Background: an optimization exercise with open tools, aiming at small area, a short achievable clock period and few clock cycles. Do not read the settings as production practice. Function was checked by simulation only, so behaviour that the tests miss may differ from the original.

==> design/flow/design.v <==
module priority_encoder #(parameter [31:0] W = 16)(
    input wire [W-1:0] input_vec,
    output reg output_valid,
    output reg [$clog2(W)-1:0] output_index
);
  integer i;
  always @(*) begin
    output_valid = 0;  
    output_index = 0;  
    for (i = W-1; i >= 0; i = i - 1) begin
      if (input_vec[i]) begin
        output_valid = 1;
        output_index = i[$clog2(W)-1:0];
      end
    end
  end
endmodule
module match_req_route_table (
    input wire [4*20-1:0] offset,
    output wire [4*(3 + 1)-1:0] route_map
);
    wire [20-1:0] channel_lower_bound [(3 + 1)-1:0];
    wire [20-1:0] channel_upper_bound [(3 + 1)-1:0];
    assign channel_lower_bound[0] = 0;
    assign channel_upper_bound[0] = 2 ** 12 - 768;
    assign channel_lower_bound[1] = 0;
    assign channel_upper_bound[1] = 2 ** 15 - 768;  
    assign channel_lower_bound[2] = 0;
    assign channel_upper_bound[2] = 2 ** 16 - 768;  
    assign channel_lower_bound[3] = 2 ** 16 - 768;
    assign channel_upper_bound[3] = 2 ** 20 - 1;  
    genvar i, j;
    generate
        for(i = 0; i < 4; i = i + 1) begin: ROUTE_MAP_GEN
            for(j = 0; j < (3 + 1); j = j + 1) begin: CHANNEL_GEN
                assign route_map[i*(3 + 1) + j] = 
                {offset[(i)*(20) +: (20)]} >= channel_lower_bound[j] && 
                {offset[(i)*(20) +: (20)]} < channel_upper_bound[j];
            end
        end
    endgenerate
endmodule
module lazy_summary_pipeline (
    input wire clk,
    input wire i_match_done,
    input wire [6-1:0] i_match_head_ptr,
    input wire [6-1:0] i_seq_head_ptr,
    input wire i_delim,
    input wire [4-1:0] i_match_valid,
    input wire [4*((5 + 6 - 1)+1)-1:0] i_match_len,
    input wire [4*20-1:0] i_offset,
    output wire o_summary_done,
    output wire [6-1:0] o_seq_head_ptr,
    output wire [17-1:0] o_summary_ll,
    output wire [(((5 + 6 - 1)+1))-1:0] o_summary_ml,
    output wire [20-1:0] o_summary_offset,
    output wire o_summary_delim,
    output wire o_summary_eoj,
    output wire [(((5 + 6 - 1)+1))-1:0] o_summary_overlap_len,
    output wire o_move_to_next_job,
    output wire [6-1:0] o_move_forward
);
    localparam GAIN_BITS = ((5 + 6 - 1)+1) + 2;
    reg s0_match_done_reg;
    reg [6-1:0] s0_seq_head_ptr_reg;
    reg s0_delim_reg;
    reg [4-1:0] s0_match_valid_reg;
    reg [4*(6+1)-1:0] s0_ll_reg;
    reg [4*((5 + 6 - 1)+1)-1:0] s0_match_len_reg;
    reg [4*20-1:0] s0_offset_reg;
    reg [4*$clog2(20)-1:0] s0_offset_bits_reg;
    reg [4*GAIN_BITS-1:0] s0_gain_reg;
    wire [4 * $clog2(20)-1:0] reversed_offset_bits;
    wire [4 * $clog2(20)-1:0] s0_offset_bits;
    function  automatic  [20-1:0] reverse_offset (
        input [20-1:0] offset
    );
        integer i;
        for(i = 0; i < 20; i = i + 1) begin
        reverse_offset[i] = offset[20-1-i];
        end
    endfunction
    genvar g_i;
    generate
        for(g_i = 0; g_i < 4; g_i = g_i + 1) begin: OFFSET_BITS_GEN
        /*verilator lint_off PINCONNECTEMPTY*/
        priority_encoder #(20) offset_bits_enc (
            .input_vec(reverse_offset({i_offset[(g_i)*(20) +: (20)]})),
            .output_valid(),
            .output_index({reversed_offset_bits[(g_i)*($clog2(20)) +: ($clog2(20))]})
        );
        assign {s0_offset_bits[(g_i)*($clog2(20)) +: ($clog2(20))]} = 20 - {reversed_offset_bits[(g_i)*($clog2(20)) +: ($clog2(20))]};
        end
    endgenerate
    always @(posedge clk) begin
        s0_match_done_reg <= i_match_done;
        s0_seq_head_ptr_reg <= i_seq_head_ptr;
        s0_delim_reg <= i_delim;
        s0_match_valid_reg <= i_match_valid;
        s0_match_len_reg <= i_match_len;
        s0_offset_bits_reg <= s0_offset_bits;
        s0_offset_reg <= i_offset;
        for(integer i = 0; i < 4; i = i + 1) begin
            {s0_ll_reg[(i)*(6+1) +: (6+1)]} <= {{(6+1)-$bits(i_match_head_ptr){1'b0}}, (i_match_head_ptr)} - {{(6+1)-$bits(i_seq_head_ptr){1'b0}}, (i_seq_head_ptr)} + i[6+1-1:0];
            {s0_gain_reg[(i)*(GAIN_BITS) +: (GAIN_BITS)]} <= {{(GAIN_BITS)-$bits({{i_match_len[(i)*(((5 + 6 - 1)+1)) +: (((5 + 6 - 1)+1))]}, 2'b0}){1'b0}}, ({{i_match_len[(i)*(((5 + 6 - 1)+1)) +: (((5 + 6 - 1)+1))]}, 2'b0})}
            + (GAIN_BITS)'(4 * (4 - i) + 20 + 1);  
        end
    end
    reg s1_match_done_reg;
    reg [6-1:0] s1_seq_head_ptr_reg;
    reg s1_delim_reg;
    reg [4-1:0] s1_match_valid_reg;
    reg [4*(6+1)-1:0] s1_ll_reg;
    reg [4*((5 + 6 - 1)+1)-1:0] s1_match_len_reg;
    reg [4*20-1:0] s1_offset_reg;
    reg [4*((5 + 6 - 1)+1)-1:0] s1_move_forward_reg; 
    reg [4*GAIN_BITS-1:0] s1_gain_reg;
    always @(posedge clk) begin
        s1_match_done_reg <= s0_match_done_reg;
        s1_seq_head_ptr_reg <= s0_seq_head_ptr_reg;
        s1_delim_reg <= s0_delim_reg;
        s1_match_valid_reg <= s0_match_valid_reg;
        s1_match_len_reg <= s0_match_len_reg;
        s1_offset_reg <= s0_offset_reg;
        s1_ll_reg <= s0_ll_reg;
        for(integer i = 0; i < 4; i = i + 1) begin
            {s1_gain_reg[(i)*(GAIN_BITS) +: (GAIN_BITS)]} <= s0_match_valid_reg[i] ? ({s0_gain_reg[(i)*(GAIN_BITS) +: (GAIN_BITS)]}
            - {{(GAIN_BITS)-$bits({s0_offset_bits_reg[(i)*($clog2(20)) +: ($clog2(20))]}){1'b0}}, ({s0_offset_bits_reg[(i)*($clog2(20)) +: ($clog2(20))]})}) : 0;
            {s1_move_forward_reg[(i)*(((5 + 6 - 1)+1)) +: (((5 + 6 - 1)+1))]} <= {s0_match_len_reg[(i)*(((5 + 6 - 1)+1)) +: (((5 + 6 - 1)+1))]} + 
            {{(((5 + 6 - 1)+1))-$bits({s0_ll_reg[(i)*(6+1) +: (6+1)]}){1'b0}}, ({s0_ll_reg[(i)*(6+1) +: (6+1)]})}; 
        end
    end
    localparam BEST_LAYER = $clog2(4);
    reg best_match_done_reg[BEST_LAYER-1:0];
    reg [6-1:0] best_seq_head_ptr_reg[BEST_LAYER-1:0];
    reg best_delim_reg[BEST_LAYER-1:0];
    wire [GAIN_BITS-1:0] cand_gain [4-1:0];
    genvar g_c;
    generate
        for(g_c = 0; g_c < 4; g_c = g_c + 1) begin: CAND_GEN
            assign cand_gain[g_c] = {s1_gain_reg[(g_c)*(GAIN_BITS) +: (GAIN_BITS)]};
        end
    endgenerate
    wire l0_sel_a = !(cand_gain[0] > cand_gain[1]);          
    wire l0_sel_b = !(cand_gain[2] > cand_gain[3]);          
    wire [1:0] l0_idx_a = {1'b0, l0_sel_a};
    wire [1:0] l0_idx_b = {1'b1, l0_sel_b};
    wire l1_sel = !(cand_gain[l0_idx_a] > cand_gain[l0_idx_b]);
    wire [1:0] best_idx = l1_sel ? l0_idx_b : l0_idx_a;
    reg [6+1-1:0] best_ll_q;
    reg [((5 + 6 - 1)+1)-1:0] best_match_len_q;
    reg [20-1:0] best_offset_q;
    reg [((5 + 6 - 1)+1)-1:0] best_move_forward_q;
    always @(posedge clk) begin
        best_match_done_reg[0] <= s1_match_done_reg;
        best_seq_head_ptr_reg[0] <= s1_seq_head_ptr_reg;
        best_delim_reg[0] <= s1_delim_reg;
        for(integer layer = 1; layer < BEST_LAYER; layer = layer + 1) begin
            best_match_done_reg[layer] <= best_match_done_reg[layer-1];
            best_seq_head_ptr_reg[layer] <= best_seq_head_ptr_reg[layer-1];
            best_delim_reg[layer] <= best_delim_reg[layer-1];
        end
        best_ll_q <= {s1_ll_reg[(best_idx)*(6+1) +: (6+1)]};
        best_match_len_q <= {s1_match_len_reg[(best_idx)*(((5 + 6 - 1)+1)) +: (((5 + 6 - 1)+1))]};
        best_offset_q <= {s1_offset_reg[(best_idx)*(20) +: (20)]};
        best_move_forward_q <= {s1_move_forward_reg[(best_idx)*(((5 + 6 - 1)+1)) +: (((5 + 6 - 1)+1))]};
    end
    reg s3_match_done_reg;
    reg [6-1:0] s3_seq_head_ptr_reg;
    reg [6+1-1:0] s3_ll_reg;
    reg [((5 + 6 - 1)+1)-1:0] s3_ml_reg;
    reg [20-1:0] s3_offset_reg;
    reg s3_eoj_reg;
    reg [(((5 + 6 - 1)+1))-1:0] s3_overlap_len_reg;
    reg s3_move_to_next_job_reg;
    reg [6-1:0] s3_move_forward_reg;
    reg s3_delim_reg;
    wire signed [((5 + 6 - 1)+1)+1-1:0] s3_overlap_len;
    assign s3_overlap_len = best_move_forward_q + {{(((5 + 6 - 1)+1))-$bits(best_seq_head_ptr_reg[BEST_LAYER-1]){1'b0}}, (best_seq_head_ptr_reg[BEST_LAYER-1])} - (2**6);
    always @(posedge clk) begin
        s3_match_done_reg <= best_match_done_reg[BEST_LAYER-1];
        s3_seq_head_ptr_reg <= best_seq_head_ptr_reg[BEST_LAYER-1];
        s3_delim_reg <= best_delim_reg[BEST_LAYER-1];
        if (s3_overlap_len >= 0) begin
            if(best_delim_reg[BEST_LAYER-1]) begin
                s3_ll_reg <= (2**6) - {{(6+1)-$bits(best_seq_head_ptr_reg[BEST_LAYER-1]){1'b0}}, (best_seq_head_ptr_reg[BEST_LAYER-1])};
                s3_ml_reg <= '0;
                s3_offset_reg <= '0;
                s3_eoj_reg <= 1'b1;
                s3_overlap_len_reg <= '0;
                s3_move_to_next_job_reg <= 1'b1;
                s3_move_forward_reg <= '0;
            end else begin
                s3_ll_reg <= best_ll_q;
                s3_ml_reg <= best_match_len_q;  
                s3_offset_reg <= best_offset_q;  
                s3_eoj_reg <= 1'b1;
                s3_overlap_len_reg <= s3_overlap_len[(((5 + 6 - 1)+1))-1:0];
                s3_move_to_next_job_reg <= 1'b1;
                s3_move_forward_reg <= '0;
            end
        end else begin
            s3_ll_reg <= best_ll_q;  
            s3_ml_reg <= best_match_len_q;  
            s3_offset_reg <= best_offset_q;  
            s3_eoj_reg <= 1'b0;
            s3_overlap_len_reg <= '0;
            s3_move_to_next_job_reg <= 1'b0;
            s3_move_forward_reg <= best_move_forward_q[6-1:0];  
        end
    end
    assign o_summary_done = s3_match_done_reg;
    assign o_seq_head_ptr = s3_seq_head_ptr_reg;
    assign o_summary_ll = {{(17)-$bits(s3_ll_reg){1'b0}}, (s3_ll_reg)};
    assign o_summary_ml = s3_ml_reg;
    assign o_summary_offset = s3_offset_reg;
    assign o_summary_delim = s3_delim_reg;
    assign o_summary_eoj = s3_eoj_reg;
    assign o_summary_overlap_len = s3_overlap_len_reg;
    assign o_move_to_next_job = s3_move_to_next_job_reg;
    assign o_move_forward = s3_move_forward_reg;
endmodule
module jp_load (
    input wire [20-1:0] hb,
    input wire [(2**4)-1:0] hv_in,
    input wire [(2**4)*23-1:0] ha_in,
    input wire [(2**4)*($clog2(13)+1)-1:0] hm_in,
    input wire [(2**4)-1:0] hx_in,
    input wire prev_v0,
    input wire [20-1:0] prev_d0,
    output wire [(2**4)*(3 + ($clog2(13)+1) + 20 + 3)-1:0] wdata
);
  function automatic [24:0] padd(input [23:0] a, input [23:0] b, input ci); 
    reg [23:0] p, gg, pp; 
    integer i, d; 
    begin 
      p = a ^ b; 
      gg = a & b; 
      pp = p; 
      gg[0] = gg[0] | (p[0] & ci); 
      for (d = 1; d < 24; d = d * 2) begin 
        for (i = 23; i >= d; i = i - 1) begin 
          gg[i] = gg[i] | (pp[i] & gg[i-d]); 
          pp[i] = pp[i] & pp[i-d]; 
        end 
      end 
      padd = {gg[23], p ^ {gg[22:0], ci}}; 
    end 
  endfunction 
  function automatic [47:0] csa(input [23:0] a, input [23:0] b, input [23:0] c); 
    begin 
      csa = {((a & b) | (a & c) | (b & c)) << 1, a ^ b ^ c}; 
    end 
  endfunction
  localparam AW = 23;
  localparam MW = ($clog2(13)+1);
  localparam OW = 20;
  localparam EW = (3 + ($clog2(13)+1) + 20 + 3);
  genvar g;
  wire [16*OW-1:0] dall;
  generate
    for (g = 0; g < 16; g = g + 1) begin : WR_GEN
      wire [AW-1:0] a = ha_in[g*AW +: AW];
      wire hv = hv_in[g];
      wire hx = hx_in[g];
      wire [47:0] dcs = csa({4'b0, hb}, {4'b0, ~a[OW-1:0]}, 24'(g + 1));
      wire [24:0] ds = padd(dcs[23:0], dcs[47:24], 1'b0);
      wire [OW-1:0] d = ds[OW-1:0];
      assign dall[g*OW +: OW] = d;
      wire c13 = (&a[OW-1:4]) & (a[3:0] >= 4'd3);
      wire [2:0] ah = a[AW-1:OW] + {2'b0, c13};
      wire pv;
      wire [OW-1:0] pd;     
      if (g == 0) begin : P0
        assign pv = prev_v0;
        assign pd = prev_d0;
      end else begin : PN
        assign pv = hv_in[g-1];
        assign pd = dall[(g-1)*OW +: OW];
      end
      wire same = pv ? (d == pd) : (d == {OW{1'b0}});
      assign wdata[g*EW +: EW] = {hv, hv & hx, hv & hx & ~same,
                                  hm_in[g*MW +: MW], d, ah};
    end
  endgenerate
endmodule
module jp_seek (
    input wire [64*(3 + ($clog2(13)+1) + 20 + 3)-1:0] tbl,
    input wire [5:0] s,
    input wire [1:0] lc,
    input wire [23-1:0] cur_h13,
    output wire [4*(3 + ($clog2(13)+1) + 20 + 3)-1:0] bank_word,
    output wire [3:0] bank_ovf,
    output reg [5:0] pstar,
    output wire found,
    output wire pstar_ok,
    output wire lanyp_a,
    output wire [23-1:0] hq_sum
);
  function automatic [24:0] padd(input [23:0] a, input [23:0] b, input ci); 
    reg [23:0] p, gg, pp; 
    integer i, d; 
    begin 
      p = a ^ b; 
      gg = a & b; 
      pp = p; 
      gg[0] = gg[0] | (p[0] & ci); 
      for (d = 1; d < 24; d = d * 2) begin 
        for (i = 23; i >= d; i = i - 1) begin 
          gg[i] = gg[i] | (pp[i] & gg[i-d]); 
          pp[i] = pp[i] & pp[i-d]; 
        end 
      end 
      padd = {gg[23], p ^ {gg[22:0], ci}}; 
    end 
  endfunction 
  function automatic [47:0] csa(input [23:0] a, input [23:0] b, input [23:0] c); 
    begin 
      csa = {((a & b) | (a & c) | (b & c)) << 1, a ^ b ^ c}; 
    end 
  endfunction
  localparam AW = 23;
  localparam EW = (3 + ($clog2(13)+1) + 20 + 3);
  localparam F_V  = EW - 1;
  localparam F_VX = EW - 2;
  localparam F_PD = EW - 3;
  genvar g, h;
  function automatic [7:0] thermo8(input [2:0] x);
    integer k;
    begin
      for (k = 0; k < 8; k = k + 1) thermo8[k] = (k >= x);
    end
  endfunction
  wire [7:0] th_h = thermo8(s[5:3]);
  wire [7:0] th_l = thermo8(s[2:0]);
  wire [7:0] eq_h = th_h & ~{th_h[6:0], 1'b0};
  wire [63:0] vm;
  generate
    for (g = 0; g < 64; g = g + 1) begin : VM_GEN
      assign vm[g] = tbl[g*EW + F_V] & ((th_h[g/8] & ~eq_h[g/8]) | (eq_h[g/8] & th_l[g%8]));
    end
  endgenerate
  reg [63:0] po;
  always @(*) begin
    po = vm;
    for (integer d = 1; d < 64; d = d * 2)
      for (integer i = 63; i >= d; i = i - 1)
        po[i] = po[i] | po[i-d];
  end
  wire [63:0] fh = vm & ~{po[62:0], 1'b0};
  assign found = po[63];
  always @(*) begin
    for (integer b = 0; b < 6; b = b + 1) begin
      pstar[b] = 1'b0;
      for (integer k = 0; k < 64; k = k + 1)
        if (k[b]) pstar[b] = pstar[b] | fh[k];
    end
  end
  wire ok1 = |fh[12:0];
  wire ok2 = |fh[28:0];
  wire ok3 = |fh[44:0];
  assign pstar_ok = (lc == 2'd1) ? ok1 : (lc == 2'd2) ? ok2 : (lc == 2'd3) ? ok3 : 1'b0;
  generate
    for (g = 0; g < 4; g = g + 1) begin : BANK_GEN
      wire [15:0] rs;
      for (h = 0; h < 16; h = h + 1) begin : RS_GEN
        assign rs[h] = fh[4*h+g] | ((4*h+g-1 >= 0) ? fh[(4*h+g-1 >= 0) ? 4*h+g-1 : 0] : 1'b0)
                     | ((4*h+g-2 >= 0) ? fh[(4*h+g-2 >= 0) ? 4*h+g-2 : 0] : 1'b0)
                     | ((4*h+g-3 >= 0) ? fh[(4*h+g-3 >= 0) ? 4*h+g-3 : 0] : 1'b0);
      end
      reg [EW-1:0] wsel;
      always @(*) begin
        wsel = {EW{1'b0}};
        for (integer r = 0; r < 16; r = r + 1)
          wsel = wsel | ({EW{rs[r]}} & tbl[(4*r+g)*EW +: EW]);
      end
      assign bank_word[g*EW +: EW] = wsel;
      assign bank_ovf[g] = (g < 1 ? fh[61] : 1'b0) | (g < 2 ? fh[62] : 1'b0) | (g < 3 ? fh[63] : 1'b0);
    end
  endgenerate
  wire [3:0] apend;
  generate
    for (g = 0; g < 4; g = g + 1) begin : APEND_GEN
      wire [1:0] bs = pstar[1:0] + g[1:0];
      wire [EW-1:0] w = bank_word[bs*EW +: EW];
      if (g == 0) begin : P0
        assign apend[g] = w[F_VX];
      end else begin : PN
        assign apend[g] = ~bank_ovf[bs] & w[F_PD];
      end
    end
  endgenerate
  assign lanyp_a = |apend;
  wire [24:0] hqs = padd({1'b0, cur_h13}, {18'b0, pstar}, 1'b0);
  assign hq_sum = hqs[AW-1:0];
endmodule
module jp_lane (
    input wire [4*(3 + ($clog2(13)+1) + 20 + 3)-1:0] bw,
    input wire [3:0] bovf,
    input wire [1:0] lp_lo,
    input wire [4*20-1:0] lo_off,
    output wire [3:0] lv,
    output wire [3:0] lpend,
    output wire [4*($clog2(13)+1)-1:0] lm,
    output wire [4*20-1:0] loff,
    output wire [4*20-1:0] ld,
    output wire [4*3-1:0] lah
);
  localparam MW = ($clog2(13)+1);
  localparam OW = 20;
  localparam EW = (3 + ($clog2(13)+1) + 20 + 3);
  localparam F_V  = EW - 1;
  localparam F_VX = EW - 2;
  localparam F_PD = EW - 3;
  localparam F_M  = 3 + OW;
  localparam F_D  = 3;
  localparam F_AH = 0;
  genvar g;
  generate
    for (g = 0; g < 4; g = g + 1) begin : LANE_GEN
      wire [1:0] bs = lp_lo + g[1:0];
      wire [EW-1:0] w = bw[bs*EW +: EW];
      wire lin = ~bovf[bs];
      assign lv[g] = lin & w[F_V];
      if (g == 0) begin : P0
        assign lpend[g] = w[F_VX];
      end else begin : PN
        assign lpend[g] = lin & w[F_PD];
      end
      assign lm[g*MW +: MW] = lin ? w[F_M +: MW] : {MW{1'b0}};
      assign loff[g*OW +: OW] = lin ? (w[F_V] ? w[F_D +: OW] : {OW{1'b0}}) : lo_off[g*OW +: OW];
      assign ld[g*OW +: OW] = w[F_D +: OW];
      assign lah[g*3 +: 3] = w[F_AH +: 3];
    end
  endgenerate
endmodule
module jp_gain (
    input wire [4*($clog2(13)+1)-1:0] lm,
    input wire [4*20-1:0] loff,
    output wire [4*9-1:0] gcomb
);
  function automatic [24:0] padd(input [23:0] a, input [23:0] b, input ci); 
    reg [23:0] p, gg, pp; 
    integer i, d; 
    begin 
      p = a ^ b; 
      gg = a & b; 
      pp = p; 
      gg[0] = gg[0] | (p[0] & ci); 
      for (d = 1; d < 24; d = d * 2) begin 
        for (i = 23; i >= d; i = i - 1) begin 
          gg[i] = gg[i] | (pp[i] & gg[i-d]); 
          pp[i] = pp[i] & pp[i-d]; 
        end 
      end 
      padd = {gg[23], p ^ {gg[22:0], ci}}; 
    end 
  endfunction 
  function automatic [47:0] csa(input [23:0] a, input [23:0] b, input [23:0] c); 
    begin 
      csa = {((a & b) | (a & c) | (b & c)) << 1, a ^ b ^ c}; 
    end 
  endfunction
  localparam MW = ($clog2(13)+1);
  localparam OW = 20;
  genvar g;
  generate
    for (g = 0; g < 4; g = g + 1) begin : G_GEN
      wire [OW-1:0] o = loff[g*OW +: OW];
      reg [4:0] bits;
      always @(*) begin
        bits = 5'd20;
        for (integer k = 0; k < OW; k = k + 1) if (o[k]) bits = k[4:0] + 5'd1;
      end
      wire [24:0] gs = padd({17'b0, lm[g*MW +: MW], 2'b00}, {15'b0, 9'(4 * (4 - g) + 21)} + {15'b0, 4'hf, ~bits}, 1'b1);
      assign gcomb[g*9 +: 9] = gs[8:0];
    end
  endgenerate
endmodule
module jp_req (
    input wire [23-1:0] lhq,
    input wire [4*20-1:0] loff,
    input wire [4*20-1:0] ld,
    input wire [4*3-1:0] lah,
    output wire [4*23-1:0] head_addr,
    output wire [4*23-1:0] hist_addr,
    output wire [4*4-1:0] router_map
);
  function automatic [24:0] padd(input [23:0] a, input [23:0] b, input ci); 
    reg [23:0] p, gg, pp; 
    integer i, d; 
    begin 
      p = a ^ b; 
      gg = a & b; 
      pp = p; 
      gg[0] = gg[0] | (p[0] & ci); 
      for (d = 1; d < 24; d = d * 2) begin 
        for (i = 23; i >= d; i = i - 1) begin 
          gg[i] = gg[i] | (pp[i] & gg[i-d]); 
          pp[i] = pp[i] & pp[i-d]; 
        end 
      end 
      padd = {gg[23], p ^ {gg[22:0], ci}}; 
    end 
  endfunction 
  function automatic [47:0] csa(input [23:0] a, input [23:0] b, input [23:0] c); 
    begin 
      csa = {((a & b) | (a & c) | (b & c)) << 1, a ^ b ^ c}; 
    end 
  endfunction
  localparam AW = 23;
  localparam OW = 20;
  genvar g;
  generate
    for (g = 0; g < 4; g = g + 1) begin : REQ_GEN
      wire [24:0] hd = padd({1'b0, lhq}, 24'(g), 1'b0);
      wire [OW-1:0] o = loff[g*OW +: OW];
      wire [47:0] hcs = csa({4'b0, lhq[OW-1:0]}, {4'b0, ~ld[g*OW +: OW]}, 24'(g + 1));
      wire [24:0] hl = padd(hcs[23:0], hcs[47:24], 1'b0);
      wire [24:0] c0 = padd({4'b0, o}, 24'd1045248, 1'b0);     
      wire [24:0] c1 = padd({4'b0, o}, 24'd1016576, 1'b0);     
      wire [24:0] c2 = padd({4'b0, o}, 24'd983808, 1'b0);      
      assign head_addr[g*AW +: AW] = hd[AW-1:0];
      assign hist_addr[g*AW +: AW] = {lah[g*3 +: 3], hl[OW-1:0]};
      assign router_map[g*4 + 0] = !c0[OW];
      assign router_map[g*4 + 1] = !c1[OW];
      assign router_map[g*4 + 2] = !c2[OW];
      assign router_map[g*4 + 3] = c2[OW] && (o != 20'hFFFFF);
    end
  endgenerate
endmodule
module jp_b (
    input wire [4*((5 + 6 - 1)+1)-1:0] resp,
    input wire [3:0] lv,
    input wire [3:0] lpend,
    input wire lanyp,
    input wire [4*($clog2(13)+1)-1:0] lm,
    input wire [4*20-1:0] loff,
    input wire [4*9-1:0] gq,
    input wire [4*9-1:0] gcomb,
    input wire [5:0] lp,
    input wire [5:0] s,
    input wire force_fin,
    input wire fin_if_end,
    output wire [(7 + ((5 + 6 - 1)+1) + 20 + 1 + ((5 + 6 - 1)+1) + 6)-1:0] rec_best,
    output wire tpos_best
);
  function automatic [24:0] padd(input [23:0] a, input [23:0] b, input ci); 
    reg [23:0] p, gg, pp; 
    integer i, d; 
    begin 
      p = a ^ b; 
      gg = a & b; 
      pp = p; 
      gg[0] = gg[0] | (p[0] & ci); 
      for (d = 1; d < 24; d = d * 2) begin 
        for (i = 23; i >= d; i = i - 1) begin 
          gg[i] = gg[i] | (pp[i] & gg[i-d]); 
          pp[i] = pp[i] & pp[i-d]; 
        end 
      end 
      padd = {gg[23], p ^ {gg[22:0], ci}}; 
    end 
  endfunction 
  function automatic [47:0] csa(input [23:0] a, input [23:0] b, input [23:0] c); 
    begin 
      csa = {((a & b) | (a & c) | (b & c)) << 1, a ^ b ^ c}; 
    end 
  endfunction
  localparam LW = ((5 + 6 - 1)+1);
  localparam MW = ($clog2(13)+1);
  localparam OW = 20;
  localparam RW = (7 + ((5 + 6 - 1)+1) + 20 + 1 + ((5 + 6 - 1)+1) + 6);
  genvar g;
  wire [4*RW-1:0] rec;       
  wire [3:0] tpos;
  wire [3:0] gz;             
  wire [4*12-1:0] rx;        
  wire [24:0] lls = padd({18'b0, lp}, {18'h3ffff, ~s}, 1'b1);       
  generate
    for (g = 0; g < 4; g = g + 1) begin : LB_GEN
      wire [LW-1:0] r = lpend[g] ? resp[g*LW +: LW] : {LW{1'b0}};
      wire [OW-1:0] o = loff[g*OW +: OW];
      wire [MW-1:0] m = lm[g*MW +: MW];
      wire [8:0] G = gq[g*9 +: 9];
      wire [24:0] gh = padd({17'b0, G[8:2]}, {13'b0, r}, 1'b0);
      assign gz[g] = (G[1:0] == 2'b00) && gh[LW] && (gh[LW-1:0] == {LW{1'b0}});
      assign rx[g*12 +: 12] = {gh[LW], r};
      wire [6:0] ll = lls[6:0] + 7'(g);
      wire [24:0] ks = padd({19'b0, m}, {17'b0, ll}, 1'b0);
      wire [6:0] K = ks[6:0];                                        
      wire [24:0] lens = padd({19'b0, m}, {13'b0, r}, 1'b0);
      wire [24:0] mfs = padd({17'b0, K}, {13'b0, r}, 1'b0);
      wire [LW-1:0] mf = mfs[LW-1:0];
      wire [24:0] t6 = padd({18'b0, mf[5:0]}, {18'b0, s}, 1'b0);
      assign tpos[g] = (|mf[LW-1:6]) | t6[6];
      wire [LW-1:0] ovl = t6[LW-1:0] + {mf[LW-1:6], 6'b0} - LW'(64);
      wire [5:0] sn = t6[5:0];
      wire fin = force_fin || (tpos[g] && fin_if_end);
      assign rec[g*RW +: RW] = fin ? {7'd64 - {1'b0, s}, {LW{1'b0}}, {OW{1'b0}}, 1'b1, {LW{1'b0}}, sn}
                                   : {ll, lens[LW-1:0], o, tpos[g], tpos[g] ? ovl : {LW{1'b0}}, sn};
    end
  endgenerate
  function automatic cmp_req(input vi, input vj, input zi, input [11:0] ri, input [11:0] rj,
                             input [8:0] gi, input [8:0] gj);
    reg [24:0] dg;
    reg [47:0] c3;
    reg [24:0] z;
    begin
      dg = padd({15'b0, gi}, {15'h7fff, ~gj}, 1'b1);    
      c3 = csa({{10{ri[11]}}, ri, 2'b00}, ~{{10{rj[11]}}, rj, 2'b00}, dg[23:0]);
      z = padd(c3[23:0], c3[47:24], 1'b0);
      cmp_req = vi && (vj ? !z[15] : !zi);
    end
  endfunction
  function automatic cmp_nr(input vi, input vj, input [8:0] gi, input [8:0] gj);
    reg [24:0] z;
    begin
      z = padd({15'b0, gj}, {15'b0, ~gi}, 1'b1);       
      cmp_nr = vi && (!vj || !z[9]);
    end
  endfunction
  wire [11:0] r0 = rx[0 +: 12], r1 = rx[12 +: 12], r2 = rx[24 +: 12], r3 = rx[36 +: 12];
  wire [8:0] q0 = gq[0 +: 9], q1 = gq[9 +: 9], q2 = gq[18 +: 9], q3 = gq[27 +: 9];
  wire [8:0] n0 = gcomb[0 +: 9], n1 = gcomb[9 +: 9], n2 = gcomb[18 +: 9], n3 = gcomb[27 +: 9];
  wire c01 = lanyp ? cmp_req(lv[0], lv[1], gz[0], r0, r1, q0, q1) : cmp_nr(lv[0], lv[1], n0, n1);
  wire c23 = lanyp ? cmp_req(lv[2], lv[3], gz[2], r2, r3, q2, q3) : cmp_nr(lv[2], lv[3], n2, n3);
  wire c02 = lanyp ? cmp_req(lv[0], lv[2], gz[0], r0, r2, q0, q2) : cmp_nr(lv[0], lv[2], n0, n2);
  wire c03 = lanyp ? cmp_req(lv[0], lv[3], gz[0], r0, r3, q0, q3) : cmp_nr(lv[0], lv[3], n0, n3);
  wire c12 = lanyp ? cmp_req(lv[1], lv[2], gz[1], r1, r2, q1, q2) : cmp_nr(lv[1], lv[2], n1, n2);
  wire c13 = lanyp ? cmp_req(lv[1], lv[3], gz[1], r1, r3, q1, q3) : cmp_nr(lv[1], lv[3], n1, n3);
  wire a_gt_b = c01 ? (c23 ? c02 : c03) : (c23 ? c12 : c13);
  wire [RW-1:0] rec_a = c01 ? rec[0 +: RW] : rec[RW +: RW];
  wire [RW-1:0] rec_b = c23 ? rec[2*RW +: RW] : rec[3*RW +: RW];
  assign rec_best = a_gt_b ? rec_a : rec_b;
  wire tpos_a = c01 ? tpos[0] : tpos[1];
  wire tpos_b = c23 ? tpos[2] : tpos[3];
  assign tpos_best = a_gt_b ? tpos_a : tpos_b;
endmodule
module job_pe #(parameter JOB_PE_IDX = 0) (
    input wire clk,
    input wire rst_n,
    input wire hash_batch_valid,
    input wire [23-1:0] hash_batch_head_addr,
    input wire [(2**4)-1:0] hash_batch_history_valid,
    input wire [(2**4)*23-1:0] hash_batch_history_addr,
    input wire [(2**4)*($clog2(13)+1)-1:0] hash_batch_meta_match_len,
    input wire [(2**4)-1:0] hash_batch_meta_match_can_ext,
    input wire hash_batch_delim,
    output wire hash_batch_ready,
    output reg seq_valid,
    output reg [17-1:0] seq_ll,
    output reg [(((5 + 6 - 1)+1))-1:0] seq_ml,
    output reg [20-1:0] seq_offset,
    output reg seq_eoj,
    output reg [(((5 + 6 - 1)+1))-1:0] seq_overlap_len,
    output reg seq_delim,
    input wire seq_ready,
    output wire match_req_group_valid,
    output wire [4*23-1:0] match_req_group_head_addr,
    output reg [4*23-1:0] match_req_group_history_addr,
    output reg [4*(3 + 1)-1:0] match_req_group_router_map,
    output reg [4-1:0] match_req_group_strb,
    input wire match_req_group_ready,
    input wire match_resp_group_valid,
    output wire match_resp_group_ready,
    input wire [4*((5 + 6 - 1)+1)-1:0] match_resp_group_match_len
);
  localparam AW = 23;
  localparam MW = ($clog2(13)+1);
  localparam LW = ((5 + 6 - 1)+1);
  localparam OW = 20;
  localparam NW = 16;                
  localparam EW = (3 + ($clog2(13)+1) + 20 + 3);            
  localparam RW = (7 + ((5 + 6 - 1)+1) + 20 + 1 + ((5 + 6 - 1)+1) + 6);
  localparam F_V  = EW - 1;
  localparam F_D  = 3;
  genvar g;
  reg [1:0] lc;         
  reg [1:0] njobs;      
  reg cur_id;           
  reg [AW-1:0] jh13 [0:1];   
  reg jdelim [0:1];
  reg [5:0] s;          
  localparam PH_A = 2'd0, PH_R = 2'd1, PH_B = 2'd2, PH_W = 2'd3;
  reg [1:0] ph;
  wire cur_partial = (njobs == 2'd1) && (lc != 2'd0);
  wire have_cur = (njobs != 2'd0);
  wire cur_full = have_cur && !cur_partial;
  wire newest_is_cur = (njobs == 2'd0) || cur_partial;
  wire load_id = newest_is_cur ? cur_id : ~cur_id;
  wire nxt_loading = ((njobs == 2'd1) && (lc == 2'd0)) || ((njobs == 2'd2) && (lc != 2'd0));
  assign hash_batch_ready = newest_is_cur || (nxt_loading && (s[5:4] > lc));
  wire fire_b = hash_batch_valid && hash_batch_ready;
  wire [AW-1:0] cur_h13 = jh13[cur_id];
  wire cur_delim = jdelim[cur_id];
  reg [64*EW-1:0] tbl;
  reg prev_v0;
  reg [OW-1:0] prev_d0;
  always @(*) begin
    case (lc)
      2'd1: begin prev_v0 = tbl[15*EW + F_V]; prev_d0 = tbl[15*EW + F_D +: OW]; end
      2'd2: begin prev_v0 = tbl[31*EW + F_V]; prev_d0 = tbl[31*EW + F_D +: OW]; end
      default: begin prev_v0 = tbl[47*EW + F_V]; prev_d0 = tbl[47*EW + F_D +: OW]; end
    endcase
  end
  wire [NW*EW-1:0] wdata;
  jp_load u_load (
    .hb(hash_batch_head_addr[OW-1:0]),
    .hv_in(hash_batch_history_valid),
    .ha_in(hash_batch_history_addr),
    .hm_in(hash_batch_meta_match_len),
    .hx_in(hash_batch_meta_match_can_ext),
    .prev_v0(prev_v0),
    .prev_d0(prev_d0),
    .wdata(wdata)
  );
  generate
    for (g = 0; g < 4; g = g + 1) begin : SLOT_GEN
      always @(posedge clk) begin
        if (hash_batch_ready && (lc == g[1:0])) begin
          tbl[g*NW*EW +: NW*EW] <= wdata;
        end
      end
    end
  endgenerate
  wire [4*EW-1:0] bank_word;
  wire [3:0] bank_ovf;
  wire [5:0] pstar;
  wire found, pstar_ok, lanyp_a;
  wire [AW-1:0] hq_sum;
  jp_seek u_seek (
    .tbl(tbl), .s(s), .lc(lc), .cur_h13(cur_h13),
    .bank_word(bank_word), .bank_ovf(bank_ovf), .pstar(pstar), .found(found),
    .pstar_ok(pstar_ok), .lanyp_a(lanyp_a), .hq_sum(hq_sum)
  );
  reg [4*EW-1:0] bw;      
  reg [3:0] bovf;         
  reg [5:0] lp;           
  reg [AW-1:0] lhq;       
  always @(posedge clk) begin
    if (ph == PH_A) begin
      bw <= bank_word;
      bovf <= bank_ovf;
      lp <= pstar;
      lhq <= hq_sum;
    end
  end
  wire a_go = have_cur && (ph == PH_A) && (cur_full || (found && pstar_ok));
  wire a_step = a_go && found;
  reg sv_q;        
  reg rec_wait;    
  reg [6:0] alt_ll;
  always @(*) seq_valid = sv_q && !rec_wait;
  wire out_busy = sv_q;
  wire a_tail = a_go && !found && (!out_busy || seq_ready);
  reg [4*OW-1:0] lo_off;    
  wire [3:0] lv, lpend;
  wire [4*MW-1:0] lm;
  wire [4*OW-1:0] loff, ld;
  wire [4*3-1:0] lah;
  jp_lane u_lane (
    .bw(bw), .bovf(bovf), .lp_lo(lp[1:0]), .lo_off(lo_off),
    .lv(lv), .lpend(lpend), .lm(lm), .loff(loff), .ld(ld), .lah(lah)
  );
  wire lanyp = |lpend;
  wire [4*9-1:0] gcomb;
  jp_gain u_gain (.lm(lm), .loff(loff), .gcomb(gcomb));
  assign match_req_group_valid = (ph == PH_R);
  wire [4*AW-1:0] req_hist;
  wire [4*4-1:0] req_map;
  jp_req u_req (
    .lhq(lhq), .loff(loff), .ld(ld), .lah(lah),
    .head_addr(match_req_group_head_addr), .hist_addr(req_hist), .router_map(req_map)
  );
  always @(*) begin
    match_req_group_history_addr = req_hist;
    match_req_group_router_map = req_map;
    match_req_group_strb = lpend;
  end
  reg [4*9-1:0] gq;
  always @(posedge clk) begin
    if (ph == PH_R) gq <= gcomb;
  end
  wire b_ok = (ph == PH_B) && !out_busy;
  assign match_resp_group_ready = b_ok && lanyp;
  wire b_commit = b_ok && (!lanyp || match_resp_group_valid);
  wire delim_arrive = fire_b && (lc == 2'd3) && cur_partial;
  wire eff_full = cur_full || delim_arrive;
  wire eff_delim = cur_full ? cur_delim : hash_batch_delim;
  wire [RW-1:0] rec_best;
  wire tpos_best;
  jp_b u_b (
    .resp(match_resp_group_match_len), .lv(lv), .lpend(lpend), .lanyp(lanyp),
    .lm(lm), .loff(loff), .gq(gq), .gcomb(gcomb), .lp(lp), .s(s),
    .force_fin(ph == PH_A), .fin_if_end(eff_full && eff_delim),
    .rec_best(rec_best), .tpos_best(tpos_best)
  );
  wire [5:0] sn_best = rec_best[5:0];
  wire w_end = (ph == PH_W) && delim_arrive;
  wire job_end = a_tail || (b_commit && tpos_best && eff_full) || w_end;
  wire emit = a_tail || b_commit;
  always @(posedge clk) begin
    if (!rst_n) begin
      sv_q <= 1'b0;
      rec_wait <= 1'b0;
    end else begin
      if (emit) begin
        sv_q <= 1'b1;
      end else if (seq_valid && seq_ready) begin
        sv_q <= 1'b0;
      end
      if (b_commit) begin
        rec_wait <= !eff_full;
      end else if (delim_arrive) begin
        rec_wait <= 1'b0;
      end
    end
  end
  always @(posedge clk) begin
    if (b_commit) alt_ll <= 7'd64 - {1'b0, s};
    if (b_commit) lo_off <= loff;
  end
  always @(posedge clk) begin
    if (rec_wait && delim_arrive) begin
      seq_delim <= hash_batch_delim;
      if (hash_batch_delim && seq_eoj) begin
        seq_ll <= {{(17-7){1'b0}}, alt_ll};
        seq_ml <= '0;
        seq_offset <= '0;
        seq_overlap_len <= '0;
      end
    end else if (emit) begin
      seq_ll <= {{(17-7){1'b0}}, rec_best[RW-1 -: 7]};
      seq_ml <= rec_best[RW-8 -: LW];
      seq_offset <= rec_best[RW-8-LW -: OW];
      seq_eoj <= rec_best[RW-8-LW-OW];
      seq_overlap_len <= rec_best[6 +: LW];
      seq_delim <= eff_delim;
    end
  end
  always @(posedge clk) begin
    if (fire_b) begin
      if (lc == 2'd0) jh13[load_id] <= hash_batch_head_addr + AW'(13);
      if (lc == 2'd3) jdelim[load_id] <= hash_batch_delim;
    end
  end
  always @(posedge clk) begin
    if (!rst_n) begin
      lc <= 2'd0;
      njobs <= 2'd0;
      cur_id <= 1'b0;
      s <= 6'd0;
      ph <= PH_A;
    end else begin
      if (fire_b) lc <= lc + 2'd1;
      njobs <= njobs + ((fire_b && lc == 2'd0) ? 2'd1 : 2'd0) - (job_end ? 2'd1 : 2'd0);
      if (job_end) begin
        cur_id <= ~cur_id;
        s <= 6'd0;
        ph <= PH_A;
      end else begin
        case (ph)
          PH_A: if (a_step) ph <= lanyp_a ? PH_R : PH_B;
          PH_R: if (match_req_group_ready) ph <= PH_B;
          PH_B: if (b_commit) begin
                  ph <= tpos_best ? PH_W : PH_A;
                  s <= sn_best;
                end
          default: ;
        endcase
      end
    end
  end
endmodule
==> design/flow/run.sh <==
#!/bin/bash
# synth_recipe.tcl (not shown) runs the flow's synth.tcl, then flattens the netlist and writes it again
# the make line also repeats each setting of config.mk as NAME=value (left out here)
make -C /OpenROAD-flow-scripts/flow DESIGN_CONFIG=/design/flow/config.mk WORK_HOME=/design/flow/orfs CLKGATE_MAP_FILE= SYNTH_SCRIPT=/design/flow/synth_recipe.tcl finish
==> design/flow/config.mk <==
export PLATFORM = sky130hd
export DESIGN_NAME = job_pe
export DESIGN_NICKNAME = job_pe
export VERILOG_FILES = /design/flow/design.v
export SDC_FILE = /design/flow/constraint.sdc
export NUM_CORES = 4
export LEC_CHECK = 0
export CAP_MARGIN = 40
export CORE_MARGIN = 2
export CORE_UTILIZATION = 40
export PLACE_DENSITY = 0.6
export SETUP_SLACK_MARGIN = 3.5
export SLEW_MARGIN = 20
export SYNTH_HIERARCHICAL = 1
==> design/flow/constraint.sdc <==
create_clock -name core_clock -period 10.0 [get_ports {clk}]
set_input_delay 2.0000 -clock core_clock [delete_from_list [all_inputs] [get_ports {clk}]]
set_output_delay 2.0000 -clock core_clock [all_outputs]
set_load 0.01 [all_outputs]
==> results.yml <==
finish:
  area_delta_synth_final_pct: 22.7
  postLayoutCellArea_sq_um: 176000
  drive_above_1_share_pct: 16.5
  fin_util_pct: 49.4
  finalNetCount: 15400
sta:
  max_slew_margin_pct: 26.5
  period_minus_slack_ns: 7.77
  hold-worst-slack_ns: 0.501
  slew_violations: 0
  fmax_ghz: 0.129
  setup_viol: 0
  finClkSkew_ns: 0.0754
  finalCritPeriodShare_pct: 77.7
  rsz0062_at_grt: "true"
  tightest_slew_ns: 1.10
  hold_violations: 0
place:
  io_buffers: 812
  hpwl_mm: 462
  place_congestion: 1.02
  place_area_sq_um: 160000
synth:
  yosys.cell_types.count: 141
  synthArstFlopShare_pct: 0
  yosysMostFrequentCell: "edfxtp_1"
  netlist_instances: 12200
  seq_area_frac_synth_pct: 49.7
  synth_seq_cells: 2379
  synthTopCellsByArea: "edfxtp_1 50%, ha_1 10%, xnor2_1 3.5%"
  synth_enable_flop_cells: 2363
  syn-cell-area_sq_um: 143000
  synth_warnings: 12
  syn_avg_cell_area_sq_um: 11.8
  synth_common_cells: "2363 x edfxtp_1, 1162 x ha_1, 959 x inv_1"
  synth_top_area_share_pct: 49.5
  synth_flop_cell: "edfxtp_1"
  synth_top_cell_by_area: "edfxtp_1"
worst_setup_path:
  required_ns: 10.82
  cp_max_fo: 8
  reg2reg_slack_ns: 2.23
  worstRegToRegCells: 38
  crit_path_top_delay_cell: "mux4_2"
  critPathArrivalTime_ns: 8.58
  timing.critical_path.mode_cell: "ha_4"
  endpoint: "njobs[1]"
  startpoint_type: "flip-flop"
  crit_type: "flip-flop to flip-flop"
  r2r_end: "njobs[1]"
  rr_startpoint: "lp[1]"
  startpoint: "lp[1]"
  cp-end-kind: "flip-flop"
  max_stage_delay_ns: 0.58
route:
  drc_errors: 0
  routedWlPerCell_um: 33.8
  drt_first_iter_violations: 18400
  antenna_left: 0
  viasPerCell: 6.25
  vias: 116000
  wl_mm: 628
  first_pass_iters: 10
floorplanning:
  die_h_um: 603
  row_count: 219
  core_sq_um: 356000
  start_util_pct: 40.2
  die_area_sq_um: 363000
  die_w_um: 603
  ios: 823
global_route:
  grt_util_all_layers_pct: 33.3
  grt.overflow.total: 0
  grt_pass1_vias: 108000
  antenna_found_initial: 100
  grt_pass1_wl_mm: 849
  grt_max_degree: 158
flow_run:
  drv_cap: 0
worst_hold_path:
  hold_class: "flip-flop to flip-flop"
clock_tree:
  clk_pin_slew_ns: 0.06
  clk_latency_ns: 0.95
  cts_buffers: 265
  cts_sinks: 2379
  ctsRootBufferMaster: "clkbuf_16"
  cts_tree: "done"
  clk_path_buf_depth: 4
  cts_hold_buffers: 0
  ctsHtreeMaxLevel: 5
run_status:
  run_status: "no timing/DRC/antenna violations"
-- worst min path at each step --
stage,startpoint,to,slack (ns),depth (start not counted)
global route,alt_ll[1],seq_ll[1],0.51,1
global placement,cur_id,flip-flop,0.50,2
detailed placement,cur_id,flip-flop,0.51,2
finish,cur_id,flip-flop,0.50,2
floorplan,lc[1],lc[1],0.47,2
CTS,cur_id,flip-flop,0.48,2
-- cell families after synthesis --
group           Yosys count  share of synthesized area (%)
compound gates         2851                           14.5
xor+xnor                941                           5.86
fa+ha+maj              1291                           11.9
buf+inv                1521                           4.64
flops                  2379                           49.7
mux                     334                           3.01
other cells               3                        0.00786
simple gates           2841                           10.3
-- registers in the layout, summed over array words and instances (netlist names), 2 cells and up, named ones only --
signal and flops:
lhq 23, s 6, lc 2, seq_ll 7
ph 2, seq_ml 11, gq 36, njobs 2
tbl 1984, lp 6, seq_overlap_len 11, seq_offset 20
alt_ll 7, lo_off 80, bovf 4, jdelim 2
jh13 46, bw 124
-- cells in the final DEF, fill, tap and decap left out, drive strengths merged, types with 149 or more instances in the layout --
cell              n
clkbuf          326
o21ai           355
nand2           638
xor2            358
a222oi          299
buf             935
nand3           395
a22oi           309
inv             967
ha             1162
nor2            537
nand4           278
clkdlybuf4s50   728
mux2i           149
a21o            180
a21oi           568
nor3            172
xnor2           572
edfxtp         2363
-- per-module statistics from Yosys, one instance, submodules excluded --
module | flops+latches | area, sq um
jp_b | 0 | 15600
jp_load | 0 | 26800
jp_lane | 0 | 4530
job_pe | 2379 | 73800
jp_req | 0 | 6730
jp_seek | 0 | 13800
jp_gain | 0 | 2060
-- stage by stage --
stage                     setup TNS, ns  std cells  setup WS (ns)
after floorplan                 -201.70      12200         -0.136
after global placement                0      17700          0.462
after detailed placement              0      17800          0.498
after CTS                             0      18400           2.37
after global routing                  0      18600           2.03
final                                 0      18600           2.23
-- per-layer routing --
metal | vias up | part of all wire [%] | GRT usage, %
met5 | - | 0.062 | 0
met4 | 56 | 7.3 | 20.2
met3 | 1653 | 13 | 10.1
met2 | 7823 | 43 | 50.0
met1 | 57000 | 37 | 42.0
li1 | 49700 | - | -
-- final cells by class --
| cell class | count | area (sq um) |
|---|---|---|
| Timing Repair Buffer | 1702 | 16300 |
| Sequential cell | 2379 | 71300 |
| Tap cell | 4751 | 5940 |
| Timing Repair inverter | 1 | 5.00 |
| Clock buffer | 311 | 6940 |
| Antenna cell | 46 | 115 |
| Multi-Input combinational cell | 8280 | 70000 |
| Clock inverter | 159 | 1550 |
| Inverter | 963 | 3660 |
| Fill cell | 31500 | 180000 |
-- repair_timing --
item,in CTS,in global routing
setup endpoints to repair,206,206
resized for setup,579,512
endpoints found under the hold margin,0,0
buffers inserted,145,119
pin swaps,103,123
gates cloned,22,5
-- critical path: cells and delay by family, from the launching register on --
kind                       cells  cell delay [ns]
AOI/OAI and AO/OA             13             2.79
xor gates and xnor gates       2             0.29
adders and majority gates      5             1.12
buffers and inverters          7             0.72
DFF                            1             0.42
muxes                          3             1.12
and+or+nand+nor                8             1.16

[what the ideal ports hide]
The flow's constraints put no driver on any port. The routed layout listed below was extracted and timed again, unchanged, in two steps. Step 1, drivers: a clkbuf_16 drives clk and a buf_2 each remaining input, both assumed. Step 2 also shifts input and output timing later by t, the mid clock arrival at the registers, as if the neighbouring blocks saw the same clock. a / b / c = no drivers / after step 1 / after step 2; a / b = the first two.
shift t [ns]: 1.027
setup slack, ns: 2.234 / 2.234 / 1.456
worst slew at a driven data input, ns: 0.17
After both steps this run still meets setup and hold. The setup slack of this run moves by 0.000 ns with the drivers and by -0.778 ns with both steps.
